Context: an optimization exercise on an open-source flow, tuned for small area. The choices shown serve that exercise and are no tape-out recipe. RTL that was checked went through simulation tests only; none was proved equivalent to the original. The RTL of run 1 was laid out without a check of its function. No activity file was given, so power comes from the tool's default toggle rates.

## flow/design.v (module list and top-level ports; edited modules follow where they fit)
// module GAIN_MUL: 1823 lines
// module FA: 4 lines
// module HA: 4 lines
// module IIR_SUM: 6360 lines
// module MAF_SUM: 168 lines
// module SonarOnChip: 163 lines
module SonarOnChip(
    input wire wb_clk_i,
    input wire wb_rst_i,
    input wire wbs_stb_i,
    input wire wbs_cyc_i,
    input wire wbs_we_i,
    input wire [3:0] wbs_sel_i,
    input wire [31:0] wbs_dat_i,
    input wire [31:0] wbs_adr_i,
    output wire wbs_ack_o,
    output wire [31:0] wbs_dat_o,
    input wire  [37:0] io_in,
    output wire [37:0] io_out,
    output wire [37:0] io_oeb
  );
  // ...
==> flow/flow/run.sh <==
#!/bin/bash
# Standard layout; clock tree synthesis adds no dummy loads and builds the
# tree from small clock buffers.
set -euo pipefail
export CTS_ARGS="-sink_clustering_enable -repair_clock_nets -dont_use_dummy_load -buf_list sky130_fd_sc_hd__clkbuf_4"
bash standard.sh > standard_make.log 2>&1
==> flow/standard.sh <==
#!/bin/bash
# synth_recipe.tcl (not shown) runs the flow's synth.tcl, then flattens the netlist and writes it again
# the make line also repeats each setting of config.mk as NAME=value (left out here)
make -C /OpenROAD-flow-scripts/flow DESIGN_CONFIG=/design/flow/config.mk WORK_HOME=/design/flow/orfs CLKGATE_MAP_FILE= SYNTH_SCRIPT=/design/flow/synth_recipe.tcl "${@:-finish}"
==> flow/config.mk <==
export PLATFORM = sky130hd
export DESIGN_NAME = SonarOnChip
export DESIGN_NICKNAME = SonarOnChip
export VERILOG_FILES = /design/flow/design.v
export SDC_FILE = /design/flow/constraint.sdc
export NUM_CORES = 4
export LEC_CHECK = 0
export CAP_MARGIN = 20
export CORE_MARGIN = 2
export CORE_UTILIZATION = 45
export PLACE_DENSITY = 0.6
export SLEW_MARGIN = 20
export SYNTH_HIERARCHICAL = 1
export SYNTH_MINIMUM_KEEP_SIZE = 0
==> flow/constraint.sdc <==
create_clock -name core_clock -period 12.0 [get_ports {wb_clk_i}]
set_input_delay 2.4000 -clock core_clock [delete_from_list [all_inputs] [get_ports {wb_clk_i}]]
set_output_delay 2.4000 -clock core_clock [all_outputs]
set_load 0.01 [all_outputs]
==> flow_summary.toml, run 1 <==
[clocking]
max-clock-path-buffers = 3
cts_sinks = 553

[cells_and_area]
n_all_inverters = 188
area_share_nonclk_buffers_pct = 3.587
fill_cells = 12540
seq_area_um2 = 12530

[run_status]
status = "no timing/DRC/antenna violations"

[placed_design]
dp.final_hpwl_um = 178700
gp_congestion = 1.039

[critical_path]
slowest_stage = "sky130_fd_sc_hd__edfxtp_1"
crit_path_end = "Y[24]"
buffering_stage_count_on_the_worst_path_with_inverters_included = 6
maximum_single_stage_delay_on_the_critical_path_ns = 1.18

[pwr]
power.sequential.fraction_pct = 16.0
clock_net_power_uw = 1290

[detailed_routing]
routedWlPerCell_um = 32.98
drt_pre_antenna_iters = 7

[timing]
worst_clock_skew_ns = 0.1292
post-route-period-util_pct = 78.12
finalCriticalPeriod_ns = 9.374
worst_slew_margin_rel_pct = 15.62

[yosys]
synthesis.area_per_instance_um2 = 10.81

[global_routing]
use_met3_pct = 15.44
grt.overflow.total = 0

[min_path]
holdCritStartpoint = "d2[2]"
==> module MAF_SUM, before the edit <==
module MAF_SUM(
  input  wire [30:0] d4, d5,
  input  wire        v4, v5,
  output wire [31:0] sn);
  wire [30:0] pn = ~(d4 & {31{v4}});
  wire [30:0] qn = ~(d5 & {31{v5}});
  wire m_s1;
  wire m_c2;
  wire m_s3;
  wire m_c4;
  wire m_s5;
  wire m_c6;
  wire m_s7;
  wire m_c8;
  wire m_s9;
  wire m_c10;
  wire m_s11;
  wire m_c12;
  wire m_s13;
  wire m_c14;
  wire m_s15;
  wire m_c16;
  wire m_s17;
  wire m_c18;
  wire m_s19;
  wire m_c20;
  wire m_s21;
  wire m_c22;
  wire m_s23;
  wire m_c24;
  wire m_s25;
  wire m_c26;
  wire m_s27;
  wire m_c28;
  wire m_s29;
  wire m_c30;
  wire m_s31;
  wire m_c32;
  wire m_s33;
  wire m_c34;
  wire m_s35;
  wire m_c36;
  wire m_s37;
  wire m_c38;
  wire m_s39;
  wire m_c40;
  wire m_s41;
  wire m_c42;
  wire m_s43;
  wire m_c44;
  wire m_s45;
  wire m_c46;
  wire m_s47;
  wire m_c48;
  wire m_s49;
  wire m_c50;
  wire m_s51;
  wire m_c52;
  wire m_s53;
  wire m_c54;
  wire m_s55;
  wire m_c56;
  wire m_s57;
  wire m_c58;
  wire m_s59;
  wire m_c60;
  wire m_s61;
  wire m_c62;
  wire m_s63;
  wire m_c64;
  wire m_s65;
  wire m_c66;
  wire m_s67;
  wire m_c68;
  wire m_s69;
  wire m_c70;
  wire m_s71;
  wire m_c72;
  wire m_s73;
  wire m_c74;
  wire m_s75;
  wire m_c76;
  wire m_s77;
  wire m_c78;
  wire m_s79;
  wire m_c80;
  wire m_s81;
  wire m_c82;
  wire m_s83;
  wire m_c84;
  wire m_s85;
  wire m_c86;
  wire m_s87;
  wire m_c88;
  wire m_s89;
  wire m_c90;
  wire m_s91;
  wire m_c92;
  wire m_s93;
  wire m_c94;
  FA mf2 (.a(pn[1]), .b(qn[0]), .ci(qn[1]), .s(m_s1), .co(m_c2));
  FA mf4 (.a(pn[2]), .b(qn[1]), .ci(qn[2]), .s(m_s3), .co(m_c4));
  FA mf6 (.a(pn[3]), .b(qn[2]), .ci(qn[3]), .s(m_s5), .co(m_c6));
  FA mf8 (.a(pn[4]), .b(qn[3]), .ci(qn[4]), .s(m_s7), .co(m_c8));
  FA mf10 (.a(pn[5]), .b(qn[4]), .ci(qn[5]), .s(m_s9), .co(m_c10));
  FA mf12 (.a(pn[6]), .b(qn[5]), .ci(qn[6]), .s(m_s11), .co(m_c12));
  FA mf14 (.a(pn[7]), .b(qn[6]), .ci(qn[7]), .s(m_s13), .co(m_c14));
  FA mf16 (.a(pn[8]), .b(qn[7]), .ci(qn[8]), .s(m_s15), .co(m_c16));
  FA mf18 (.a(pn[9]), .b(qn[8]), .ci(qn[9]), .s(m_s17), .co(m_c18));
  FA mf20 (.a(pn[10]), .b(qn[10]), .ci(qn[9]), .s(m_s19), .co(m_c20));
  FA mf22 (.a(pn[11]), .b(qn[10]), .ci(qn[11]), .s(m_s21), .co(m_c22));
  FA mf24 (.a(pn[12]), .b(qn[11]), .ci(qn[12]), .s(m_s23), .co(m_c24));
  FA mf26 (.a(pn[13]), .b(qn[12]), .ci(qn[13]), .s(m_s25), .co(m_c26));
  FA mf28 (.a(pn[14]), .b(qn[13]), .ci(qn[14]), .s(m_s27), .co(m_c28));
  FA mf30 (.a(pn[15]), .b(qn[14]), .ci(qn[15]), .s(m_s29), .co(m_c30));
  FA mf32 (.a(pn[16]), .b(qn[15]), .ci(qn[16]), .s(m_s31), .co(m_c32));
  FA mf34 (.a(pn[17]), .b(qn[16]), .ci(qn[17]), .s(m_s33), .co(m_c34));
  FA mf36 (.a(pn[18]), .b(qn[17]), .ci(qn[18]), .s(m_s35), .co(m_c36));
  FA mf38 (.a(pn[19]), .b(qn[18]), .ci(qn[19]), .s(m_s37), .co(m_c38));
  FA mf40 (.a(pn[20]), .b(qn[19]), .ci(qn[20]), .s(m_s39), .co(m_c40));
  FA mf42 (.a(pn[21]), .b(qn[20]), .ci(qn[21]), .s(m_s41), .co(m_c42));
  FA mf44 (.a(pn[22]), .b(qn[21]), .ci(qn[22]), .s(m_s43), .co(m_c44));
  FA mf46 (.a(pn[23]), .b(qn[22]), .ci(qn[23]), .s(m_s45), .co(m_c46));
  FA mf48 (.a(pn[24]), .b(qn[23]), .ci(qn[24]), .s(m_s47), .co(m_c48));
  FA mf50 (.a(pn[25]), .b(qn[24]), .ci(qn[25]), .s(m_s49), .co(m_c50));
  FA mf52 (.a(pn[26]), .b(qn[25]), .ci(qn[26]), .s(m_s51), .co(m_c52));
  FA mf54 (.a(pn[27]), .b(qn[26]), .ci(qn[27]), .s(m_s53), .co(m_c54));
  FA mf56 (.a(pn[28]), .b(qn[27]), .ci(qn[28]), .s(m_s55), .co(m_c56));
  FA mf58 (.a(pn[29]), .b(qn[28]), .ci(qn[29]), .s(m_s57), .co(m_c58));
  FA mf60 (.a(pn[30]), .b(qn[29]), .ci(qn[30]), .s(m_s59), .co(m_c60));
  assign m_s61 = ~(pn[0] ^ qn[0]);
  assign m_c62 = pn[0] | qn[0];
  assign sn[0] = m_s61;
  assign m_s63 = ~(m_s1 ^ m_c62);
  assign m_c64 = m_s1 | m_c62;
  assign sn[1] = m_s63;
  FA mf66 (.a(m_c2), .b(m_s3), .ci(m_c64), .s(m_s65), .co(m_c66));
  assign sn[2] = m_s65;
  FA mf68 (.a(m_c4), .b(m_s5), .ci(m_c66), .s(m_s67), .co(m_c68));
  assign sn[3] = m_s67;
  FA mf70 (.a(m_c6), .b(m_s7), .ci(m_c68), .s(m_s69), .co(m_c70));
  assign sn[4] = m_s69;
  FA mf72 (.a(m_c8), .b(m_s9), .ci(m_c70), .s(m_s71), .co(m_c72));
  assign sn[5] = m_s71;
  FA mf74 (.a(m_c10), .b(m_s11), .ci(m_c72), .s(m_s73), .co(m_c74));
  assign sn[6] = m_s73;
  FA mf76 (.a(m_c12), .b(m_s13), .ci(m_c74), .s(m_s75), .co(m_c76));
  assign sn[7] = m_s75;
  FA mf78 (.a(m_c14), .b(m_s15), .ci(m_c76), .s(m_s77), .co(m_c78));
  assign sn[8] = m_s77;
  FA mf80 (.a(m_c16), .b(m_s17), .ci(m_c78), .s(m_s79), .co(m_c80));
  assign sn[9] = m_s79;
  FA mf82 (.a(m_c18), .b(m_s19), .ci(m_c80), .s(m_s81), .co(m_c82));
  assign sn[10] = m_s81;
  FA mf84 (.a(m_c20), .b(m_s21), .ci(m_c82), .s(m_s83), .co(m_c84));
  assign sn[11] = m_s83;
  FA mf86 (.a(m_c22), .b(m_s23), .ci(m_c84), .s(m_s85), .co(m_c86));
  assign sn[12] = m_s85;
  FA mf88 (.a(m_c24), .b(m_s25), .ci(m_c86), .s(m_s87), .co(m_c88));
  assign sn[13] = m_s87;
  FA mf90 (.a(m_c26), .b(m_s27), .ci(m_c88), .s(m_s89), .co(m_c90));
  assign sn[14] = m_s89;
  FA mf92 (.a(m_c28), .b(m_s29), .ci(m_c90), .s(m_s91), .co(m_c92));
  assign sn[15] = m_s91;
  FA mf94 (.a(m_c30), .b(m_s31), .ci(m_c92), .s(m_s93), .co(m_c94));
  assign sn[16] = m_s93;
  assign sn[31:17] = {qn[30], m_c58, m_c56, m_c54, m_c52, m_c50, m_c48, m_c46, m_c44, m_c42, m_c40, m_c38, m_c36, m_c34, m_c32} + {m_c60, m_s59, m_s57, m_s55, m_s53, m_s51, m_s49, m_s47, m_s45, m_s43, m_s41, m_s39, m_s37, m_s35, m_s33} + m_c94;
endmodule
==> run 2, diff against run 1 <==
--- a/flow/design.v
+++ b/flow/design.v
@@ -1055,16 +1055,20 @@
   wire g_s1051;
   wire g_c1052;
   wire g_s1053;
   wire g_c1054;
   wire g_s1055;
   wire g_c1056;
   wire g_s1057;
   wire g_c1058;
+  wire g_s1059;
+  wire g_c1060;
+  wire g_s1061;
+  wire g_c1062;
   assign g_p1 = ~(mi[0] & amp[0]);
   assign g_p2 = ~(mi[1] & amp[0]);
   assign g_p3 = ~(mi[2] & amp[0]);
   assign g_p4 = ~(mi[3] & amp[0]);
   assign g_p5 = ~(mi[4] & amp[0]);
   assign g_p6 = ~(mi[5] & amp[0]);
   assign g_p7 = ~(mi[6] & amp[0]);
   assign g_p8 = ~(mi[7] & amp[0]);
@@ -1814,17 +1818,21 @@
   assign mn[8] = g_s1051;
   FA gf1054 (.a(g_c448), .b(g_s463), .ci(g_c1052), .s(g_s1053), .co(g_c1054));
   assign mn[9] = g_s1053;
   FA gf1056 (.a(g_c464), .b(g_s481), .ci(g_c1054), .s(g_s1055), .co(g_c1056));
   assign mn[10] = g_s1055;
   assign g_s1057 = ~(g_s501 ^ g_c1056);
   assign g_c1058 = g_s501 | g_c1056;
   assign mn[11] = g_s1057;
-  assign mn[31:12] = {g_c1022, g_c994, g_c966, g_c938, g_c910, g_c882, g_c854, g_c826, g_c798, g_c770, g_c742, g_c714, g_c686, g_c658, g_c630, g_c602, g_c574, g_c548, g_c524, g_s523} + {g_x1036, g_s1021, g_s993, g_s965, g_s937, g_s909, g_s881, g_s853, g_s825, g_s797, g_s769, g_s741, g_s713, g_s685, g_s657, g_s629, g_s601, g_s573, g_s547, g_c502} + g_c1058;
+  FA gf1060 (.a(g_s523), .b(g_c502), .ci(g_c1058), .s(g_s1059), .co(g_c1060));
+  assign mn[12] = g_s1059;
+  FA gf1062 (.a(g_c524), .b(g_s547), .ci(g_c1060), .s(g_s1061), .co(g_c1062));
+  assign mn[13] = g_s1061;
+  assign mn[31:14] = {g_c1022, g_c994, g_c966, g_c938, g_c910, g_c882, g_c854, g_c826, g_c798, g_c770, g_c742, g_c714, g_c686, g_c658, g_c630, g_c602, g_c574, g_c548} + {g_x1036, g_s1021, g_s993, g_s965, g_s937, g_s909, g_s881, g_s853, g_s825, g_s797, g_s769, g_s741, g_s713, g_s685, g_s657, g_s629, g_s601, g_s573} + g_c1062;
 endmodule
 module FA(input wire a, input wire b, input wire ci, output wire s, output wire co);
   assign s = a ^ b ^ ci;
   assign co = (a & b) | (a & ci) | (b & ci);
 endmodule
 module HA(input wire a, input wire b, output wire s, output wire co);
   assign s = a ^ b;
   assign co = a & b;
@@ -5619,16 +5627,22 @@
   wire i_s3784;
   wire i_c3785;
   wire i_s3786;
   wire i_c3787;
   wire i_s3788;
   wire i_c3789;
   wire i_s3790;
   wire i_c3791;
+  wire i_s3792;
+  wire i_c3793;
+  wire i_s3794;
+  wire i_c3795;
+  wire i_s3796;
+  wire i_c3797;
   assign i_p1 = ~(X[0] & a0[0]);
   assign i_p2 = ~(X[0] & a0[1]);
   assign i_p3 = ~(X[0] & a0[2]);
   assign i_p4 = ~(X[0] & a0[3]);
   assign i_p5 = ~(X[0] & a0[4]);
   assign i_p6 = ~(X[0] & a0[5]);
   assign i_p7 = ~(X[0] & a0[6]);
   assign i_p8 = ~(X[0] & a0[7]);
@@ -8182,17 +8196,24 @@
   assign Sn[6] = i_s3784;
   FA if3787 (.a(i_s1563), .b(i_s1565), .ci(i_c3785), .s(i_s3786), .co(i_c3787));
   assign Sn[7] = i_s3786;
   assign i_s3788 = ~(i_s1645 ^ i_c3787);
   assign i_c3789 = i_s1645 | i_c3787;
   assign Sn[8] = i_s3788;
   FA if3791 (.a(i_c1646), .b(i_s1735), .ci(i_c3789), .s(i_s3790), .co(i_c3791));
   assign Sn[9] = i_s3790;
-  assign Sn[31:10] = {i_x3771, i_s3767, i_s3751, i_s3725, i_c3644, i_c3588, i_s3587, i_c3446, i_s3445, i_c3264, i_c3158, i_s3157, i_c2916, i_s2915, i_s2779, i_c2486, i_c2336, i_c2196, i_s2195, i_s2065, i_c1836, i_c1736} + {i_c3768, i_c3752, i_c3726, i_c3690, i_s3689, i_s3643, i_c3522, i_s3521, i_c3360, i_s3359, i_s3263, i_c3042, i_s3041, i_c2780, 1'b1, i_s2635, i_s2485, i_s2335, i_c2066, 1'b1, i_s1945, i_s1835} + i_c3791;
+  FA if3793 (.a(i_c1736), .b(i_s1835), .ci(i_c3791), .s(i_s3792), .co(i_c3793));
+  assign Sn[10] = i_s3792;
+  FA if3795 (.a(i_c1836), .b(i_s1945), .ci(i_c3793), .s(i_s3794), .co(i_c3795));
+  assign Sn[11] = i_s3794;
+  assign i_s3796 = ~(i_s2065 ^ i_c3795);
+  assign i_c3797 = i_s2065 | i_c3795;
+  assign Sn[12] = i_s3796;
+  assign Sn[31:13] = {i_x3771, i_s3767, i_s3751, i_s3725, i_c3644, i_c3588, i_s3587, i_c3446, i_s3445, i_c3264, i_c3158, i_s3157, i_c2916, i_s2915, i_s2779, i_c2486, i_c2336, i_c2196, i_s2195} + {i_c3768, i_c3752, i_c3726, i_c3690, i_s3689, i_s3643, i_c3522, i_s3521, i_c3360, i_s3359, i_s3263, i_c3042, i_s3041, i_c2780, 1'b1, i_s2635, i_s2485, i_s2335, i_c2066} + i_c3797;
 endmodule
 module MAF_SUM(
   input  wire [30:0] d4, d5,
   input  wire        v4, v5,
   output wire [31:0] sn);
   wire [30:0] pn = ~(d4 & {31{v4}});
   wire [30:0] qn = ~(d5 & {31{v5}});
   wire m_s1;
@@ -8284,16 +8305,24 @@
   wire m_s87;
   wire m_c88;
   wire m_s89;
   wire m_c90;
   wire m_s91;
   wire m_c92;
   wire m_s93;
   wire m_c94;
+  wire m_s95;
+  wire m_c96;
+  wire m_s97;
+  wire m_c98;
+  wire m_s99;
+  wire m_c100;
+  wire m_s101;
+  wire m_c102;
   FA mf2 (.a(pn[1]), .b(qn[0]), .ci(qn[1]), .s(m_s1), .co(m_c2));
   FA mf4 (.a(pn[2]), .b(qn[1]), .ci(qn[2]), .s(m_s3), .co(m_c4));
   FA mf6 (.a(pn[3]), .b(qn[2]), .ci(qn[3]), .s(m_s5), .co(m_c6));
   FA mf8 (.a(pn[4]), .b(qn[3]), .ci(qn[4]), .s(m_s7), .co(m_c8));
   FA mf10 (.a(pn[5]), .b(qn[4]), .ci(qn[5]), .s(m_s9), .co(m_c10));
   FA mf12 (.a(pn[6]), .b(qn[5]), .ci(qn[6]), .s(m_s11), .co(m_c12));
   FA mf14 (.a(pn[7]), .b(qn[6]), .ci(qn[7]), .s(m_s13), .co(m_c14));
   FA mf16 (.a(pn[8]), .b(qn[7]), .ci(qn[8]), .s(m_s15), .co(m_c16));
@@ -8350,17 +8379,25 @@
   FA mf88 (.a(m_c24), .b(m_s25), .ci(m_c86), .s(m_s87), .co(m_c88));
   assign sn[13] = m_s87;
   FA mf90 (.a(m_c26), .b(m_s27), .ci(m_c88), .s(m_s89), .co(m_c90));
   assign sn[14] = m_s89;
   FA mf92 (.a(m_c28), .b(m_s29), .ci(m_c90), .s(m_s91), .co(m_c92));
   assign sn[15] = m_s91;
   FA mf94 (.a(m_c30), .b(m_s31), .ci(m_c92), .s(m_s93), .co(m_c94));
   assign sn[16] = m_s93;
-  assign sn[31:17] = {qn[30], m_c58, m_c56, m_c54, m_c52, m_c50, m_c48, m_c46, m_c44, m_c42, m_c40, m_c38, m_c36, m_c34, m_c32} + {m_c60, m_s59, m_s57, m_s55, m_s53, m_s51, m_s49, m_s47, m_s45, m_s43, m_s41, m_s39, m_s37, m_s35, m_s33} + m_c94;
+  FA mf96 (.a(m_c32), .b(m_s33), .ci(m_c94), .s(m_s95), .co(m_c96));
+  assign sn[17] = m_s95;
+  FA mf98 (.a(m_c34), .b(m_s35), .ci(m_c96), .s(m_s97), .co(m_c98));
+  assign sn[18] = m_s97;
+  FA mf100 (.a(m_c36), .b(m_s37), .ci(m_c98), .s(m_s99), .co(m_c100));
+  assign sn[19] = m_s99;
+  FA mf102 (.a(m_c38), .b(m_s39), .ci(m_c100), .s(m_s101), .co(m_c102));
+  assign sn[20] = m_s101;
+  assign sn[31:21] = {qn[30], m_c58, m_c56, m_c54, m_c52, m_c50, m_c48, m_c46, m_c44, m_c42, m_c40} + {m_c60, m_s59, m_s57, m_s55, m_s53, m_s51, m_s49, m_s47, m_s45, m_s43, m_s41} + m_c102;
 endmodule
 module SonarOnChip(
     input wire wb_clk_i,
     input wire wb_rst_i,
     input wire wbs_stb_i,
     input wire wbs_cyc_i,
     input wire wbs_we_i,
     input wire [3:0] wbs_sel_i,
==> flow/flow/run.sh (replaced) <==
#!/bin/bash
# Standard layout, with clock tree synthesis told not to add dummy loads.
set -euo pipefail
export CTS_ARGS="-sink_clustering_enable -repair_clock_nets -dont_use_dummy_load"
bash standard.sh > standard_make.log 2>&1
==> run 2 against run 1 <==
Still clean. Sequential cell count unchanged. Sequential power about the same. Design area down 0.11%. First-iteration DRC count down 2.7%. Synthesized area down 0.49%. Critical path type unchanged.
==> flow_summary.toml, run 2 <==
[run_status]
status = "no timing/DRC/antenna violations"

[clocking]
postCtsHoldBufs = 0
cts_inserted_buffers = 60
max-clock-path-buffers = 3
root_buffer = "sky130_fd_sc_hd__clkbuf_16"
ctsResizeCount = 0
clk-insertion-delay-late_ns = 0.73
cts_sinks = 553
post-cts-setup-buffer-count = 0
h-tree-depth = 2
cts_tree = "yes"
clk_pin_slew_ns = 0.06

[global_routing]
grt.overflow.total = 0
grt_pass1_wl_um = 330000
grt_use_met1_pct = 42.39
grt_max_degree = 102
overall_routing_resource_usage_pct = 32.99
grt_pass1_vias = 47690
top_usage_layer = "met2"
global_route.usage.met2_pct = 47.46
antenna_violations_before_repair = 6
use_met3_pct = 10.87

[timing]
worst_slew_margin_rel_pct = 18.97
worst_clock_skew_ns = 0.1301
number_of_max_slew_violations_in_the_final_report = 0
post-route-period-util_pct = 88.18
worstMarginPinSlew_ns = 1.216
fmax_mhz = 94.50
setup_total_negative_slack_ns = 0
finalCriticalPeriod_ns = 10.58
unrepaired_setup_endpoints_after_global_routing = "no"
timing.final.setup_violations = 0
timing_hold_violations_final = 0

[detailed_routing]
post-route-drc-count = 0
via_count = 44130
post_drt_via_cell_ratio = 6.037
antenna_left = 0
detailedRoute.firstIterationViolations = 6052
routedWlPerCell_um = 31.11
drt_pre_antenna_iters = 8
detail_route.wirelength_um = 227500

[critical_path]
critPathRequiredTime_ns = 12.49
arrival_ns = 11.07
cp_common_cell = "sky130_fd_sc_hd__fa_1"
timing_worst_setup_path_type = "reg -> reg"
slowest_stage = "sky130_fd_sc_hd__fa_1"
maximum_single_stage_delay_on_the_critical_path_ns = 0.45
timing.critical_path.from_type = "flip-flop"
setup.worst_path.end_class = "flip-flop"
worstPathMaxFanout = 31
reg2reg_depth = 34

[yosys]
ys_warn_count = 7
netlist_area_um2 = 61850
synthesis.area_per_instance_um2 = 10.84
synthesis.instances = 5708

[pwr]
share_comb_of_total_power_pct = 74.9
p_int_uw = 8197
switching_portion_of_total_power_pct = 51.38
power.sequential.fraction_pct = 15.8
switching_power_uw = 8662
pwr_density_cell_nw_per_um2 = 257.5
worst_ir_drop_vdd_uv = 888.2
power.leakage_uw = 0.01790
power_share_of_the_clock_group_pct = 9.3

[placed_design]
dp.final_hpwl_um = 172400
gp_congestion = 1.015
i_o_buffers = 77
dpl-instance-area_um2 = 63940

[cells_and_area]
layout_common_cells = "1607 x sky130_fd_sc_hd__nand2_1, 1605 x sky130_fd_sc_hd__fa_1, 411 x sky130_fd_sc_hd__nor2_1"
layout-drive-gt1-share_pct = 5.842
postLayoutCoreUtil_pct = 47.79
area.growth.synth_to_final_pct = 5.840
final_common_cell = "sky130_fd_sc_hd__nand2_1"
final_design_area_no_fill_um2 = 65460
fin_nets = 7327

[job]
max_cap_violations = 0

[floorplan]
initial_core_utilization_pct = 45.15
die_x_um = 374.7
fp-row-count = 136
dieArea_um2 = 140400
design.core.area_um2 = 137000
die_height_um = 374.7
ioPinCount = 220

[min_path]
worstHoldPathType = "reg -> reg"
hold_depth = 0
-- run 2: critical path: cells and delay by family (launching register included) --
| kind | cells | cell delay (ns) |
|---|---|---|
| fa+ha+maj | 23 | 8.56 |
| simple gates | 4 | 0.67 |
| buf+inv | 4 | 0.52 |
| flops | 1 | 0.30 |
| compound gates | 2 | 0.22 |
| xor+xnor | 1 | 0.15 |
-- run 2: final cells by class --
| type | instances | area, um^2 |
|---|---|---|
| sequential | 553 | 12510 |
| clock buffer | 60 | 1501 |
| timing repair buffer | 273 | 2253 |
| tap | 1794 | 2245 |
| antenna | 5 | 12.51 |
| fill | 12420 | 71520 |
| multi-input combinational | 4438 | 46230 |
| inverter | 188 | 705.7 |
-- run 2: path summary, 6_finish.rpt --
path,start,slack [ns],to
setup / recovery,v[5],1.42,maf[27]
hold / removal,d2[6],0.32,d3[6]
setup reg to reg,v[5],1.42,maf[27]
hold reg to reg,d2[6],0.32,d3[6]
-- run 2: power by group through the flow --
stage,logic [uW],clock network (uW),registers [uW]
2_1_floorplan,8200,0,2490
3_3_place_gp,12200,0,2690
3_5_place_dp,12300,0,2690
4_1_cts,12400,1600,2650
5_1_grt,13600,1670,2680
6_report,12600,1570,2660
-- run 2: per-stage QoR --
stage	hold slack [ns]	cells	setup slack (ns)	power [uW]
after floorplan	0.3096	5780	1.778	10700
after global placement	0.3112	7245	0.8667	14850
after detailed placement	0.3121	7246	0.8915	14950
after CTS	0.3221	7306	1.268	16620
after global routing	0.3257	7306	0.8317	17960
final	0.3190	7311	1.418	16860
-- run 2: routing by layer --
metal  vias to the layer above  routed length [um]
li1                      16850                   -
met1                     22900               80880
met2                      3501               96210
met3                       882               30480
met4                         8               19710
met5                         -                 195
==> run 3, diff against run 2 <==
==> flow/flow/run.sh (replaced) <==
#!/bin/bash
# Standard layout; clock tree synthesis adds no dummy loads and builds the
# tree from clkbuf_8 cells driving clusters of up to 16 flip-flops.
set -euo pipefail
export CTS_ARGS="-sink_clustering_enable -repair_clock_nets -dont_use_dummy_load -buf_list sky130_fd_sc_hd__clkbuf_8 -sink_clustering_size 16 -sink_clustering_max_diameter 60"
bash standard.sh > standard_make.log 2>&1
==> run 3 against run 2 <==
Highest routed layer unchanged. Global-route usage about the same. Synthesized cell count stayed put. Synthesized area stayed put. Maximum frequency is 0.25% lower. Critical endpoint unchanged. Via count is 0.10% lower. First-iteration DRC count decreased by 5.2%. Worst setup slack got worse by 0.026 ns. Clock skew is 0.035 ns higher. Design area fell by 1.2%. Critical path depth stayed put.
==> flow_summary.toml, run 3 <==
[cells_and_area]
final_design_area_no_fill_um2 = 64660
seq_area_um2 = 12510
layout_common_cells = "1607 x sky130_fd_sc_hd__nand2_1, 1605 x sky130_fd_sc_hd__fa_1, 411 x sky130_fd_sc_hd__nor2_1"
postLayoutCoreUtil_pct = 47.20
fill_cells = 12520
fin_nets = 7317
final_common_cell = "sky130_fd_sc_hd__nand2_1"
area.growth.synth_to_final_pct = 4.538
multi_input_comb_area_um2 = 46230
layout-drive-gt1-share_pct = 5.671

[detailed_routing]
post_drt_via_cell_ratio = 6.036
routedWlPerCell_um = 31.15
post-route-drc-count = 0
detail_route.wirelength_um = 227500
antenna_left = 0
via_count = 44090
drt_pre_antenna_iters = 8
detailedRoute.firstIterationViolations = 5736

[placed_design]
gp_congestion = 1.015
dp.final_hpwl_um = 172400
dpl-instance-area_um2 = 63940
i_o_buffers = 77

[pwr]
pwr_density_cell_nw_per_um2 = 252.7
worst_ir_drop_vdd_uv = 882.1
power.leakage_uw = 0.01752

[global_routing]
overall_routing_resource_usage_pct = 32.98
grt.overflow.total = 0
antenna_violations_before_repair = 10
grt_pass1_wl_um = 330000
grt_pass1_vias = 47610
grt_max_degree = 102

[timing]
worst_slew_margin_rel_pct = 16.56
finalCriticalPeriod_ns = 10.61
worst_clock_skew_ns = 0.1650
finalHoldWorstSlack_ns = 0.2952
timing.final.setup_violations = 0
post-route-period-util_pct = 88.41
timing_hold_violations_final = 0
fmax_mhz = 94.26
number_of_max_slew_violations_in_the_final_report = 0
unrepaired_setup_endpoints_after_global_routing = "no"
setup_total_negative_slack_ns = 0
worstMarginPinSlew_ns = 1.250

[min_path]
hold_depth = 0
holdCritStartpoint = "d3[21]"
worstHoldEndpoint = "d4[21]"
worstHoldPathType = "reg -> reg"

[critical_path]
reg2reg_to = "maf[27]"
critPathRequiredTime_ns = 12.56
slowest_stage = "sky130_fd_sc_hd__fa_1"
setup.worst_path.end_class = "flip-flop"
timing.critical_path.from_type = "flip-flop"
critical_path.top_delay_family = "adder cells"
cp_common_cell = "sky130_fd_sc_hd__fa_1"
worst-r2r-setup-slack_ns = 1.39
worstPathMaxFanout = 31
reg2reg_depth = 34
buffering_stage_count_on_the_worst_path_with_inverters_included = 4
worstReg2RegStart = "v[5]"
arrival_ns = 11.17
timing_worst_setup_path_type = "reg -> reg"
maximum_single_stage_delay_on_the_critical_path_ns = 0.48

[yosys]
synthesis.instances = 5708
synthesis.area_per_instance_um2 = 10.84
ys_warn_count = 7
netlist_area_um2 = 61850

[floorplan]
design.core.area_um2 = 137000
fp-row-count = 136
ioPinCount = 220
die_height_um = 374.7
die_x_um = 374.7
dieArea_um2 = 140400
initial_core_utilization_pct = 45.15

[clocking]
cts_sinks = 553
post-cts-setup-buffer-count = 0
cts_inserted_buffers = 50
max-clock-path-buffers = 3
h-tree-depth = 2
clk-insertion-delay-late_ns = 0.81
ctsResizeCount = 0
cts_tree = "yes"
postCtsHoldBufs = 0
clk_pin_slew_ns = 0.09
root_buffer = "sky130_fd_sc_hd__clkbuf_8"

[job]
max_cap_violations = 0

[run_status]
status = "no timing/DRC/antenna violations"
## run 3: where the power goes
| part | total, uW | internal, uW | switching (uW) |
|---|---|---|---|
| Sequential | 2650 | 2360 | 288 |
| Combinational | 12700 | 4980 | 7710 |
| Clock | 1000 | 369 | 631 |
## run 3: worst max path at each step
stage	from	end	slack (ns)	depth (start not counted)
global route	v[5]	maf[27]	0.82	34
global placement	io_in[4]	d1n[30]	0.87	30
CTS	v[5]	maf[27]	1.27	34
floorplan	io_in[4]	d1n[30]	1.78	32
finish	v[5]	maf[27]	1.39	34
detailed placement	io_in[4]	d1n[30]	0.89	30
## run 3: layout make-up
cell class | count | share of cell area (%)
Antenna cell | 8 | 0.03096
Timing Repair Buffer | 273 | 3.485
Clock buffer | 50 | 1.064
Multi-Input combinational cell | 4438 | 71.50
Tap cell | 1794 | 3.472
Inverter | 188 | 1.091
Sequential cell | 553 | 19.36
## run 3: metal layers
layer  track usage, %  part of all wire [%]
met1            42.08                    35
met2            47.73                    43
met3            11.30                    14
met4            21.64                   8.2
met5           0.7890                  0.10
## run 3: per-stage QoR
step | instances | setup WS (ns) | power [uW]
finish | 7304 | 1.391 | 16340
floorplan | 5780 | 1.778 | 10700
CTS | 7296 | 1.266 | 16050
detailed placement | 7246 | 0.8915 | 14950
global placement | 7245 | 0.8667 | 14850
global route | 7297 | 0.8168 | 17380
==> run 4, diff against run 3 <==
==> flow/flow/run.sh (replaced) <==
#!/bin/bash
# Standard layout; clock tree synthesis adds no dummy loads and builds the
# tree from small clock buffers.
set -euo pipefail
export CTS_ARGS="-sink_clustering_enable -repair_clock_nets -dont_use_dummy_load -buf_list sky130_fd_sc_hd__clkbuf_4"
bash standard.sh > standard_make.log 2>&1
==> run 4 against run 3 <==
Still clean on timing, DRC and antenna. Routed wire length is 0.53% higher. Combinational power hardly changed. Clock skew is 0.0011 ns lower. Non-clock buffer count stayed put. Design area is 0.67% higher. Sequential share of layout area is 0.13 points lower. Highest routed layer unchanged.
==> flow_summary.toml, run 4 <==
[run_status]
status = "no timing/DRC/antenna violations"

[detailed_routing]
routedWlPerCell_um = 30.89
antenna_left = 0
post-route-drc-count = 0
post_drt_via_cell_ratio = 6.040
detailedRoute.firstIterationViolations = 6059
drt_pre_antenna_iters = 6
detail_route.wirelength_um = 228700
via_count = 44730

[min_path]
hold_depth = 0
worstHoldEndpoint = "d3[4]"
worstHoldPathType = "reg -> reg"
holdCritStartpoint = "d2[4]"

[cells_and_area]
layout-drive-gt1-share_pct = 7.338
area.growth.synth_to_final_pct = 5.242
layout_common_cells = "1607 x sky130_fd_sc_hd__nand2_1, 1605 x sky130_fd_sc_hd__fa_1, 411 x sky130_fd_sc_hd__nor2_1"
final_common_cell = "sky130_fd_sc_hd__nand2_1"
fin_nets = 7416

[critical_path]
slowest_stage = "sky130_fd_sc_hd__fa_1"
setup.worst_path.end_class = "flip-flop"
timing_worst_setup_path_type = "reg -> reg"
maximum_single_stage_delay_on_the_critical_path_ns = 0.49
worst-r2r-setup-slack_ns = 1.38
worstPathMaxFanout = 32
reg2reg_depth = 34
worstReg2RegStart = "v[4]"
arrival_ns = 11.41
timing.critical_path.from_type = "flip-flop"
cp_common_cell = "sky130_fd_sc_hd__fa_1"
reg2reg_to = "maf[27]"
critPathRequiredTime_ns = 12.79
cp-startpoint = "v[4]"

[clocking]
postCtsHoldBufs = 0
cts_tree = "yes"
max-clock-path-buffers = 3
cts_inserted_buffers = 149
clk-insertion-delay-late_ns = 1.06
post-cts-setup-buffer-count = 0
clk_pin_slew_ns = 0.06
cts_sinks = 553
ctsResizeCount = 0
h-tree-depth = 4
root_buffer = "sky130_fd_sc_hd__clkbuf_4"

[timing]
fmax_mhz = 94.20
finalCriticalPeriod_ns = 10.62
finalHoldWorstSlack_ns = 0.2735
unrepaired_setup_endpoints_after_global_routing = "no"
worst_clock_skew_ns = 0.1639
timing.final.setup_violations = 0
number_of_max_slew_violations_in_the_final_report = 0
worst_slew_margin_rel_pct = 18.25
post-route-period-util_pct = 88.47
timing_hold_violations_final = 0
setup_total_negative_slack_ns = 0
worstMarginPinSlew_ns = 1.226

[global_routing]
grt_max_degree = 102
overall_routing_resource_usage_pct = 33.24
grt_pass1_vias = 48350
grt.overflow.total = 0
antenna_violations_before_repair = 11
grt_pass1_wl_um = 331900

[pwr]
worst_ir_drop_vdd_uv = 919.9
power.leakage_uw = 0.01785
pwr_density_cell_nw_per_um2 = 255.1

[placed_design]
dp.final_hpwl_um = 172400
i_o_buffers = 77
gp_congestion = 1.015

[yosys]
synthesis.instances = 5708
ys_warn_count = 7
synthesis.area_per_instance_um2 = 10.84
netlist_area_um2 = 61850

[job]
max_cap_violations = 0

[floorplan]
die_height_um = 374.7
design.core.area_um2 = 137000
dieArea_um2 = 140400
die_x_um = 374.7
ioPinCount = 220
initial_core_utilization_pct = 45.15
fp-row-count = 136
## run 4: cell count changes in the layout (fill, tap and decap cells not counted)
| cell | change |
|---|---|
| sky130_fd_sc_hd__diode_2 | +2 |
| sky130_fd_sc_hd__clkbuf_4 | +149 |
| sky130_fd_sc_hd__clkbuf_8 | -50 |
## run 4: final cells by class
type,instances,area (um^2)
tap,1794,2245
timing repair buffer,273,2253
antenna,10,25.02
sequential,553,12510
clock buffer,149,1119
fill,12540,71890
multi-input combinational,4438,46230
inverter,188,705.7
## run 4: worst max-delay path by stage
stage | slack (ns) | end | depth (start not counted)
2_1_floorplan | 1.78 | d1n[30] | 32
3_5_place_dp | 0.89 | d1n[30] | 30
5_1_grt | 0.82 | maf[27] | 34
6_report | 1.38 | maf[27] | 34
3_3_place_gp | 0.87 | d1n[30] | 30
4_1_cts | 1.24 | maf[27] | 34
## run 4: power breakdown
| part | switching, uW | internal, uW |
|---|---|---|
| registers | 290 | 2370 |
| clock network | 722 | 560 |
| logic | 7680 | 4980 |
## run 4: critical path: cells and delay by family (launching register included)
| kind | cells | cell delay (ns) |
|---|---|---|
| xor gates and xnor gates | 1 | 0.15 |
| and+or+nand+nor | 4 | 0.64 |
| buffers and inverters | 4 | 0.53 |
| adders and majority gates | 23 | 8.60 |
| DFF | 1 | 0.30 |
| AOI/OAI and AO/OA | 2 | 0.22 |
## run 4: through the flow
step	worst slack [ns]	std cells	power, uW	instance area, um^2	utilization [%]
3_5_place_dp	0.8915	7246	14950	63940	46.68
4_1_cts	1.243	7395	16340	65060	47.50
5_1_grt	0.8240	7399	17710	65080	47.51
3_3_place_gp	0.8667	7245	14850	63920	46.66
6_report	1.384	7405	16600	65090	47.52
2_1_floorplan	1.778	5780	10700	62120	-
## run 4: layer usage
metal	global-route usage, %	vias up	routed length, um
met3	11.74	841	30790
li1	-	17070	-
met5	0	-	172
met4	22.48	8	18820
met1	41.97	23220	80640
met2	48.13	3588	98320
==> run 5, diff against run 4 <==
--- a/flow/config.mk
+++ b/flow/config.mk
@@ -5,10 +5,10 @@
 export SDC_FILE = /design/flow/constraint.sdc
 export NUM_CORES = 4
 export LEC_CHECK = 0
-export CAP_MARGIN = 20
+export CAP_MARGIN = 5
 export CORE_MARGIN = 2
 export CORE_UTILIZATION = 45
 export PLACE_DENSITY = 0.6
-export SLEW_MARGIN = 20
+export SLEW_MARGIN = 5
 export SYNTH_HIERARCHICAL = 1
 export SYNTH_MINIMUM_KEEP_SIZE = 0
==> run 5 against run 4 <==
First-iteration DRC count down 3.2%. Critical endpoint unchanged. Synthesized area unchanged. Register-to-register slack better by 0.03 ns. Via count about the same. Sequential power about the same. Sequential cell count unchanged. Largest power group unchanged.
==> flow_summary.toml, run 5 <==
[run_status]
status = "no timing/DRC/antenna violations"

[timing]
worst_clock_skew_ns = 0.1168
timing_hold_violations_final = 0
worstMarginPinSlew_ns = 1.398
finalCriticalPeriod_ns = 10.59
post-route-period-util_pct = 88.23
fmax_mhz = 94.45
number_of_max_slew_violations_in_the_final_report = 0
timing.final.setup_violations = 0
setup_total_negative_slack_ns = 0
worst_slew_margin_rel_pct = 6.810
unrepaired_setup_endpoints_after_global_routing = "no"
finalHoldWorstSlack_ns = 0.3097

[clocking]
clk_pin_slew_ns = 0.05
ctsResizeCount = 0
cts_inserted_buffers = 150
cts_tree = "yes"
cts_sinks = 553
clk-insertion-delay-late_ns = 1.07
root_buffer = "sky130_fd_sc_hd__clkbuf_4"
post-cts-setup-buffer-count = 0
h-tree-depth = 4
max-clock-path-buffers = 3
postCtsHoldBufs = 0

[pwr]
power.leakage_uw = 0.01784
worst_ir_drop_vdd_uv = 908.8
pwr_density_cell_nw_per_um2 = 256.5

[cells_and_area]
area.growth.synth_to_final_pct = 5.217
final_common_cell = "sky130_fd_sc_hd__nand2_1"
fin_nets = 7416
layout-drive-gt1-share_pct = 7.338
layout_common_cells = "1607 x sky130_fd_sc_hd__nand2_1, 1605 x sky130_fd_sc_hd__fa_1, 411 x sky130_fd_sc_hd__nor2_1"

[min_path]
worstHoldEndpoint = "d5[7]"
holdCritStartpoint = "d4[7]"
worstHoldPathType = "reg -> reg"
hold_depth = 0

[critical_path]
cp_common_cell = "sky130_fd_sc_hd__fa_1"
reg2reg_to = "maf[27]"
worst-r2r-setup-slack_ns = 1.41
worstReg2RegStart = "v[4]"
timing.critical_path.from_type = "flip-flop"
cp-startpoint = "v[4]"
setup.worst_path.end_class = "flip-flop"
arrival_ns = 11.43
worstPathMaxFanout = 32
critPathRequiredTime_ns = 12.84
slowest_stage = "sky130_fd_sc_hd__fa_1"
maximum_single_stage_delay_on_the_critical_path_ns = 0.49
timing_worst_setup_path_type = "reg -> reg"
reg2reg_depth = 34

[global_routing]
grt_pass1_wl_um = 331600
grt.overflow.total = 0
grt_pass1_vias = 48210
grt_max_degree = 102
overall_routing_resource_usage_pct = 33.22
antenna_violations_before_repair = 12

[placed_design]
gp_congestion = 1.015
dp.final_hpwl_um = 172000
i_o_buffers = 77

[detailed_routing]
routedWlPerCell_um = 30.87
post-route-drc-count = 0
drt_pre_antenna_iters = 9
via_count = 44710
post_drt_via_cell_ratio = 6.035
antenna_left = 0
detail_route.wirelength_um = 228700
detailedRoute.firstIterationViolations = 5868

[job]
max_cap_violations = 0

[floorplan]
design.core.area_um2 = 137000
dieArea_um2 = 140400
ioPinCount = 220
die_height_um = 374.7
fp-row-count = 136
initial_core_utilization_pct = 45.15
die_x_um = 374.7

[yosys]
netlist_area_um2 = 61850
synthesis.instances = 5708
ys_warn_count = 7
synthesis.area_per_instance_um2 = 10.84
-- run 5: worst max-delay path by stage --
stage	endpoint	slack, ns	depth (start not counted)
finish	maf[27]	1.41	34
global route	maf[27]	0.91	34
CTS	maf[27]	1.27	34
detailed placement	d1n[30]	0.88	30
global placement	d1n[30]	0.87	30
floorplan	d1n[30]	1.78	32
-- run 5: critical path, delay by kind of cell (launching register included) --
| kind | cells | cell delay (ns) |
|---|---|---|
| AO/OA/AOI/OAI | 2 | 0.23 |
| XOR/XNOR | 1 | 0.16 |
| adder cells (fa/ha/maj) | 23 | 8.57 |
| buffers and inverters | 4 | 0.54 |
| flip-flops | 1 | 0.30 |
| AND/OR/NAND/NOR | 4 | 0.65 |
-- run 5: where the power goes --
| part | total [uW] | internal [uW] | leakage [uW] | switching [uW] |
|---|---|---|---|---|
| clock network | 1290 | 563 | 0.000690 | 725 |
| registers | 2670 | 2370 | 0.00476 | 296 |
| logic | 12700 | 4990 | 0.0124 | 7750 |
-- run 5: area by class of cell --
class	instances	area, um^2
clock buffers	150	1126
repair buffers	272	2238
flip-flops and latches	553	12510
inverters	188	705.7
fillers	12580	71910
diodes	14	35.03
well taps	1794	2245
multi-input cells	4438	46210
-- run 5: layer usage --
metal  global-route usage (%)  up-vias  share of wire [%]
met5                        0        -              0.051
met4                    21.98       16                8.2
met3                    12.18      903                 14
met2                    48.22     3528                 43
met1                    41.72    23190                 35
li1                         -    17080                  -
-- run 5: per-stage QoR --
| step | worst slack (ns) | instance area, um^2 | util, % | cells | power [uW] |
|---|---|---|---|---|---|
| 6_report | 1.413 | 65080 | 47.51 | 7409 | 16690 |
| 5_1_grt | 0.9057 | 65060 | 47.49 | 7401 | 17680 |
| 4_1_cts | 1.270 | 65040 | 47.48 | 7395 | 16370 |
| 3_5_place_dp | 0.8802 | 63920 | 46.66 | 7245 | 14990 |
| 3_3_place_gp | 0.8667 | 63920 | 46.66 | 7245 | 14850 |
| 2_1_floorplan | 1.778 | 62120 | - | 5780 | 10700 |
==> run 6, diff against run 5 <==
==> flow/flow/run.sh (replaced) <==
#!/bin/bash
# Standard layout; clock tree synthesis adds no dummy loads and builds the
# tree from small clock buffers driving clusters of up to 8 flip-flops.
set -euo pipefail
export CTS_ARGS="-sink_clustering_enable -repair_clock_nets -dont_use_dummy_load -buf_list sky130_fd_sc_hd__clkbuf_4 -sink_clustering_size 8 -sink_clustering_max_diameter 50"
bash standard.sh > standard_make.log 2>&1
--- a/flow/config.mk
+++ b/flow/config.mk
@@ -5,10 +5,10 @@
 export SDC_FILE = /design/flow/constraint.sdc
 export NUM_CORES = 4
 export LEC_CHECK = 0
-export CAP_MARGIN = 5
+export CAP_MARGIN = 20
 export CORE_MARGIN = 2
 export CORE_UTILIZATION = 45
 export PLACE_DENSITY = 0.6
-export SLEW_MARGIN = 5
+export SLEW_MARGIN = 20
 export SYNTH_HIERARCHICAL = 1
 export SYNTH_MINIMUM_KEEP_SIZE = 0
==> run 6 against run 5 <==
Still clean. Worst setup slack worse by 0.0032 ns. Maximum frequency about the same. Via count decreased by 0.99%. Core utilization fell by 0.33 points. Largest cell class unchanged.
==> flow_summary.toml, run 6 <==
[timing]
finalCriticalPeriod_ns = 10.59
timing_hold_violations_final = 0
worst_clock_skew_ns = 0.1463
worst_slew_margin_rel_pct = 21.63
fmax_mhz = 94.43
worstMarginPinSlew_ns = 1.175
setup_total_negative_slack_ns = 0
unrepaired_setup_endpoints_after_global_routing = "no"
number_of_max_slew_violations_in_the_final_report = 0
timing.final.setup_violations = 0
post-route-period-util_pct = 88.25

[critical_path]
critPathRequiredTime_ns = 12.82
maximum_single_stage_delay_on_the_critical_path_ns = 0.49
timing_worst_setup_path_type = "reg -> reg"
setup.worst_path.end_class = "flip-flop"
buffering_stage_count_on_the_worst_path_with_inverters_included = 4
arrival_ns = 11.41
cp_common_cell = "sky130_fd_sc_hd__fa_1"
worstPathMaxFanout = 32
critical_path.top_delay_family = "adder cells"
timing.critical_path.from_type = "flip-flop"
slowest_stage = "sky130_fd_sc_hd__fa_1"

[cells_and_area]
fin_nets = 7354
layout-drive-gt1-share_pct = 6.301
final_common_cell = "sky130_fd_sc_hd__nand2_1"
stdcell_count = 7342
area.growth.synth_to_final_pct = 4.485
layout_common_cells = "1607 x sky130_fd_sc_hd__nand2_1, 1605 x sky130_fd_sc_hd__fa_1, 411 x sky130_fd_sc_hd__nor2_1"
final_design_area_no_fill_um2 = 64620

[clocking]
clk-insertion-delay-late_ns = 1.03
cts_sinks = 553
h-tree-depth = 3
postCtsHoldBufs = 0
cts_inserted_buffers = 87
cts_tree = "yes"
post-cts-setup-buffer-count = 0
max-clock-path-buffers = 3
root_buffer = "sky130_fd_sc_hd__clkbuf_4"
clk_pin_slew_ns = 0.09
ctsResizeCount = 0

[global_routing]
grt_pass1_vias = 47840
grt_max_degree = 102
antenna_violations_before_repair = 11
grt.overflow.total = 0
overall_routing_resource_usage_pct = 33.11
grt_pass1_wl_um = 330800

[floorplan]
die_height_um = 374.7
die_x_um = 374.7
fp-row-count = 136
dieArea_um2 = 140400
initial_core_utilization_pct = 45.15
ioPinCount = 220
design.core.area_um2 = 137000

[placed_design]
dp.cells = 7246
i_o_buffers = 77
gp_congestion = 1.015
dp.final_hpwl_um = 172400
dpl-instance-area_um2 = 63940

[run_status]
status = "no timing/DRC/antenna violations"

[yosys]
ys_warn_count = 7
netlist_area_um2 = 61850
synthesis.area_per_instance_um2 = 10.84
synthesis.instances = 5708

[detailed_routing]
via_count = 44270
drt_pre_antenna_iters = 6
detail_route.wirelength_um = 227900
antenna_left = 0
post_drt_via_cell_ratio = 6.029
routedWlPerCell_um = 31.04
post-route-drc-count = 0
detailedRoute.firstIterationViolations = 5875

[pwr]
pwr_density_cell_nw_per_um2 = 251.8
power.leakage_uw = 0.01756
worst_ir_drop_vdd_uv = 913.3

[job]
max_cap_violations = 0

[min_path]
worstHoldPathType = "reg -> reg"
## run 6: final timing paths
path / slack (ns) / cells past startpoint / end / start
max: 1.41 / 34 / maf[27] / v[4]
min reg2reg: 0.30 / 0 / d4[18] / d3[18]
max reg2reg: 1.41 / 34 / maf[27] / v[4]
min: 0.30 / 0 / d4[18] / d3[18]
## run 6: layout make-up
type | count | area, um^2
Sequential cell | 553 | 12510
Inverter | 188 | 705.7
Fill cell | 12540 | 72360
Clock buffer | 87 | 653.1
Tap cell | 1794 | 2245
Multi-Input combinational cell | 4438 | 46230
Antenna cell | 9 | 22.52
Timing Repair Buffer | 273 | 2253
## run 6: metal layers
| metal | up-vias | track usage, % | part of all wire [%] | wire length (um) |
|---|---|---|---|---|
| li1 | 16930 | - | - | - |
| met1 | 22960 | 42.21 | 35 | 80750 |
| met2 | 3498 | 47.87 | 43 | 97440 |
| met3 | 869 | 11.37 | 13 | 30520 |
| met4 | 14 | 22.08 | 8.4 | 19120 |
| met5 | - | 0 | 0.043 | 99 |
## run 6: through the flow
stage,util (%),worst slack (ns),hold slack (ns),total power [uW]
global placement,46.66,0.8667,0.3112,14850
global route,47.17,0.8522,0.2800,17390
finish,47.18,1.410,0.2967,16270
CTS,47.16,1.281,0.2814,16030
floorplan,-,1.778,0.3096,10700
detailed placement,46.68,0.8915,0.3121,14950
## run 6: power by group
part           total (uW)  internal (uW)  switching [uW]
sequential           2650           2360             289
clock                 986            329             657
combinational       12600           4970            7660

-- what the ideal ports hide --
No port has a modelled driver above. Below, the same layouts with a new extraction and two added sets of constraints. Step 1 (the two cells are an assumption about what drives the block):
set clk [get_ports {wb_clk_i}]
set_driving_cell -lib_cell sky130_fd_sc_hd__clkbuf_16 $clk
set_driving_cell -lib_cell sky130_fd_sc_hd__buf_2 [delete_from_list [all_inputs] $clk]
Step 2 also shifts input and output timing later by t, the mid clock arrival at the registers, as if the neighbouring blocks saw the same clock. a / b / c = ideal / step 1 / step 2; a / b = the first two.
| run | t, ns | setup WS [ns] | worst setup path after step 2 | worst data-port slew with drivers (ns) | cell pins on the clock port's net |
|---|---|---|---|---|---|
| run 1 | 1.042 | 2.626 / 2.625 / 1.611 | input to register | 0.14 | 1 |
| run 2 | 0.736 | 1.418 / 1.418 / 0.819 | input to register | 0.09 | 1 |
| run 3 | 0.800 | 1.391 / 1.391 / 0.864 | input to register | 0.09 | 1 |
| run 4 | 1.052 | 1.384 / 1.384 / 0.857 | input to register | 0.09 | 1 |
| run 5 | 1.090 | 1.413 / 1.413 / 0.830 | input to register | 0.09 | 1 |
| run 6 | 1.031 | 1.410 / 1.410 / 0.872 | input to register | 0.09 | 1 |
After both steps every run listed still meets setup and hold. The setup slack of run 1, which loses most, moves by -0.001 ns with the drivers and by -1.015 ns with both steps.
